Background: an optimization exercise with open tools, aiming at small area and a short achievable clock period. Do not read the settings as production practice.
Only simulation tests tie the RTL to the original design; equivalence was not proved.

P:
## LIFSIM
module LIFSIM (
    input  wire        clk,
    input  wire        reset,
    input  wire [15:0] I_app,
    input  wire [15:0] I_fb,
    output wire [15:0] V_mem,
    output wire [15:0] V_out,
    output wire [15:0] U_leak,
    output wire [31:0] dU_dt,
    output wire [31:0] dV_dt
);
Settings: LEC_CHECK=0, CAP_MARGIN=20, CORE_MARGIN=2, CORE_UTILIZATION=60, PLACE_DENSITY=0.5, SETUP_SLACK_MARGIN=3.7, SLEW_MARGIN=20; clock period 7.0 ns.
standard.sh (not shown) runs the stock make flow with config.mk's settings and CLKGATE_MAP_FILE= SYNTH_SCRIPT=/design/flow/synth_recipe.tcl, a recipe that flattens the netlist after the stock synthesis.
==> flow/flow/run.sh <==
#!/bin/bash
# Standard ORFS layout; only synthesis's abc mapping (flow/my_synth.tcl) and the port
# buffer cell differ. Each tool's output goes to a log in this folder.
set -euo pipefail
W=$(pwd)
export MY_ABC_SCRIPT=$W/flow/abc_main.script
export MY_CONE_SCRIPT=$W/flow/abc_cone.script
export MY_NO_FA=1
PORTBUF=$(cat $W/flow/portbuf 2>/dev/null || echo sky130_fd_sc_hd__buf_1)
bash standard.sh SYNTH_SCRIPT=$W/flow/my_synth.tcl "BUFFER_PORTS_ARGS=-buffer_cell $PORTBUF" $(cat $W/flow/extra 2>/dev/null || true) finish > $W/make_finish.log 2>&1
==> flow/flow/abc_cone.script <==
strash
dch -f
map -D 700
topo
upsize -D 700
dnsize -D 700
==> flow/flow/abc_main.script <==
strash
dch -f
map -D 2000
topo
upsize -D 2000
dnsize -D 2000
==> flow/flow/extra <==
SKIP_REPAIR_TIE_FANOUT=1
==> flow/flow/my_synth.tcl <==
proc synth {args} { yosys synth -nofsm -noshare {*}$args }
# Same synthesis as synth_recipe.tcl, with a different abc script and delay target.
proc abc {args} {
  set out {}
  set skip 0
  foreach a $args {
    if { $skip } { set skip 0; continue }
    if { $a eq "-script" || $a eq "-D" } { set skip 1; continue }
    lappend out $a
  }
  if { [info exists ::env(MY_ABC_SCRIPT)] && $::env(MY_ABC_SCRIPT) ne "" } {
    lappend out -script $::env(MY_ABC_SCRIPT)
  } else {
    lappend out -script $::env(SCRIPTS_DIR)/abc_speed.script
  }
  if { [info exists ::env(MY_ABC_D)] && $::env(MY_ABC_D) ne "" } {
    lappend out -D $::env(MY_ABC_D)
  }
  if { [info exists ::env(MY_CONE_SCRIPT)] && $::env(MY_CONE_SCRIPT) ne "" } {
    # map the input cone of the U_leak registers first, with its own (tighter) script
    set cone {}
    foreach a $out { lappend cone $a }
    set i [lsearch $cone -script]
    set cone [lreplace $cone [expr {$i + 1}] [expr {$i + 1}] $::env(MY_CONE_SCRIPT)]
    yosys select -set ucone c:u_r* %ci*:-sky130_fd_sc_hd__dfxtp_1\[Q\]
    yosys select -list @ucone
    yosys abc {*}$cone @ucone
  }
  yosys abc {*}$out
}
if { [info exists ::env(MY_NO_FA)] && $::env(MY_NO_FA) eq "1" } {
  proc extract_fa {args} { puts "extract_fa skipped" }
}
source $::env(SCRIPTS_DIR)/synth.tcl
# left out here: clear keep_hierarchy, flatten, clean up, hide names made inside functions, write 1_2_yosys.v
Setup changes, P to Q
Settings: PLACE_DENSITY: 0.5 -> unset; SETUP_SLACK_MARGIN: 3.7 -> 3.8.
==> flow/flow/run.sh <==
#!/bin/bash
# Standard ORFS layout; only synthesis's abc mapping (flow/my_synth.tcl), the port
# buffer cell and the make settings in flow/extra differ. Tool output goes to logs here.
set -euo pipefail
W=$(pwd)
export MY_ABC_SCRIPT=$W/flow/abc_main.script
export MY_CONE_SCRIPT=$W/flow/abc_cone.script
export MY_NO_FA=1
EXTRA=()
if [[ -f $W/flow/extra ]]; then mapfile -t EXTRA < $W/flow/extra; fi
bash standard.sh SYNTH_SCRIPT=$W/flow/my_synth.tcl "${EXTRA[@]}" finish > $W/make_finish.log 2>&1
==> flow/flow/abc_cone.script <==
strash
dch -f
map -D 1200
topo
upsize -D 1200
dnsize -D 1200
==> flow/flow/abc_main.script <==
strash
dch -f
map -D 2000
topo
stime -c
buffer -c
upsize -c
dnsize -c
==> flow/flow/extra <==
BUFFER_PORTS_ARGS=-buffer_cell sky130_fd_sc_hd__buf_1
SKIP_REPAIR_TIE_FANOUT=1
### Flow results
Lower setup fix buffers added after clock tree synthesis goes to P over Q. The required arrival time at the worst endpoint number comes out lower for P vs Q. P has lower met1 demand-to-capacity share in global routing than Q. Per the comparison of Q with P, worst setup slack increased by 43 ps relative to the old numbers, count of plain and timing-repair buffers increased by 5 relative to the old numbers. Relative area change from synthesis to final layout: Q vs P up 1.9 points. [compare] base=P new=Q: clock-pin slew reported for the worst setup and hold paths after clock tree synthesis climbed 20 ps, total number of cells along the worst setup path dropped 1, clock buffer count in the final layout now larger. Side by side, wire length of the first global-routing pass turned out higher in Q than in P.
### Q -> R
Settings: SETUP_SLACK_MARGIN now 3.7, was 3.8.
==> flow/flow/abc_main.script <==
strash
dch
map -B 0.9
topo
stime -c
buffer -c
upsize -c
dnsize -c
Findings:
- Both conditions hold for R: the flow ran to the end and the final layout passed the timing, DRC and antenna checks.
- When R is set beside Q, its per-cell via count in the routed design turns out to be 0.22 smaller.
- Going from Q to R, number of stages on the worst setup path increased 5, final area shows an increase of 9.5%, non-clock buffer total of the final layout has decreased.
- For R, the critical path's slowest cell was dfxtp_1, unlike Q, where it was dfxtp_2.
Edits applied to the flow inputs when going from R to S:
Settings: CORE_UTILIZATION: 60 -> 45.
==> flow/flow/run.sh <==
#!/bin/bash
# Standard ORFS layout; only synthesis's abc mapping (flow/my_synth.tcl) and the port
# buffer cell differ. Each tool's output goes to a log in this folder.
set -euo pipefail
W=$(pwd)
export MY_ABC_SCRIPT=$W/flow/abc_main.script
export MY_CONE_SCRIPT=$W/flow/abc_cone.script
export MY_NO_FA=1
PORTBUF=$(cat $W/flow/portbuf 2>/dev/null || echo sky130_fd_sc_hd__buf_1)
bash standard.sh SYNTH_SCRIPT=$W/flow/my_synth.tcl "BUFFER_PORTS_ARGS=-buffer_cell $PORTBUF" $(cat $W/flow/extra 2>/dev/null || true) finish > $W/make_finish.log 2>&1
==> flow/flow/abc_cone.script <==
strash
dch -f
map -D 700
topo
upsize -D 700
dnsize -D 700
==> flow/flow/abc_main.script <==
strash
dch -f
map -D 2000
topo
upsize -D 2000
dnsize -D 2000
==> flow/flow/extra <==
SKIP_REPAIR_TIE_FANOUT=1
==> comparison <==
The die of S is larger than the one used in R. Comparing S and R, fill cell instance count of the final layout is lower on R. Looking at number of unique standard cell types used by synthesis, S sits above R. Summed area of non-filler cells in the final layout: S better than R. In S, the first-pass GRT wire length came out about 12% below the value in R. Post-layout net count ended up 259 lower on S than on R. Compared with R, S has less setup slack. | number of core rows | higher: S |. S vs. R: register-to-register slack lower; core area +1800 sq um.
diff inputs: S => T
Settings: swapping 3.7 for 4.2 in SETUP_SLACK_MARGIN; swapping 45 for 60 in CORE_UTILIZATION.
==> flow/flow/run.sh <==
#!/bin/bash
# Standard ORFS layout; only synthesis's abc mapping (flow/my_synth.tcl), the port
# buffer cell and the make settings in flow/extra differ. Tool output goes to logs here.
set -euo pipefail
W=$(pwd)
export MY_ABC_SCRIPT=$W/flow/abc_main.script
export MY_CONE_SCRIPT=$W/flow/abc_cone.script
export MY_NO_FA=1
EXTRA=()
if [[ -f $W/flow/extra ]]; then mapfile -t EXTRA < $W/flow/extra; fi
bash standard.sh SYNTH_SCRIPT=$W/flow/my_synth.tcl "${EXTRA[@]}" finish > $W/make_finish.log 2>&1
==> flow/flow/abc_cone.script <==
strash
dch -f
map -D 1200
topo
upsize -D 1200
dnsize -D 1200
==> flow/flow/abc_main.script <==
strash
dch -f
map -B 0.9
topo
stime -c
buffer -c
upsize -c
dnsize -c
==> flow/flow/extra <==
BUFFER_PORTS_ARGS=-buffer_cell sky130_fd_sc_hd__buf_1
SKIP_REPAIR_TIE_FANOUT=1
- S → T: area fraction in and, or, nand and nor cells after synthesis moved up; cell count after placement moved up.
- Between S and T, the layout buffer count excluding clock buffers is higher for T.
- Setup WNS S -> T: better

## what the ideal ports hide
No port has a modelled driver above. Below, the same layouts with a new extraction and two added sets of constraints.
Step 1: set_driving_cell puts a clkbuf_16 on clk and a buf_2 on each other input, an assumption about the parent block.
Step 2 moves the port delays by t, midway between the first and last clock arrival at a register: inputs arrive t later, outputs are due t later. That takes back most of the time a late clock gives input paths.
Three values: ideal ports, drivers, drivers and shift; two values: the first two.
run	t (ns)	setup WS [ns]	hold WS [ns]
P	0.378	3.912 / 3.912 / 3.730	0.419 / 0.419 / 0.419
Q	0.376	3.954 / 3.954 / 3.769	0.430 / 0.430 / 0.430
R	0.363	4.028 / 4.028 / 3.827	0.428 / 0.428 / 0.428
S	0.384	3.901 / 3.901 / 3.785	0.422 / 0.422 / 0.422
T	0.374	4.226 / 4.231 / 3.856	0.430 / 0.430 / 0.430
After both steps every run listed still meets setup and hold. For T, which loses most, drivers alone change the setup slack by +0.005 ns; drivers and shift together by -0.370 ns.
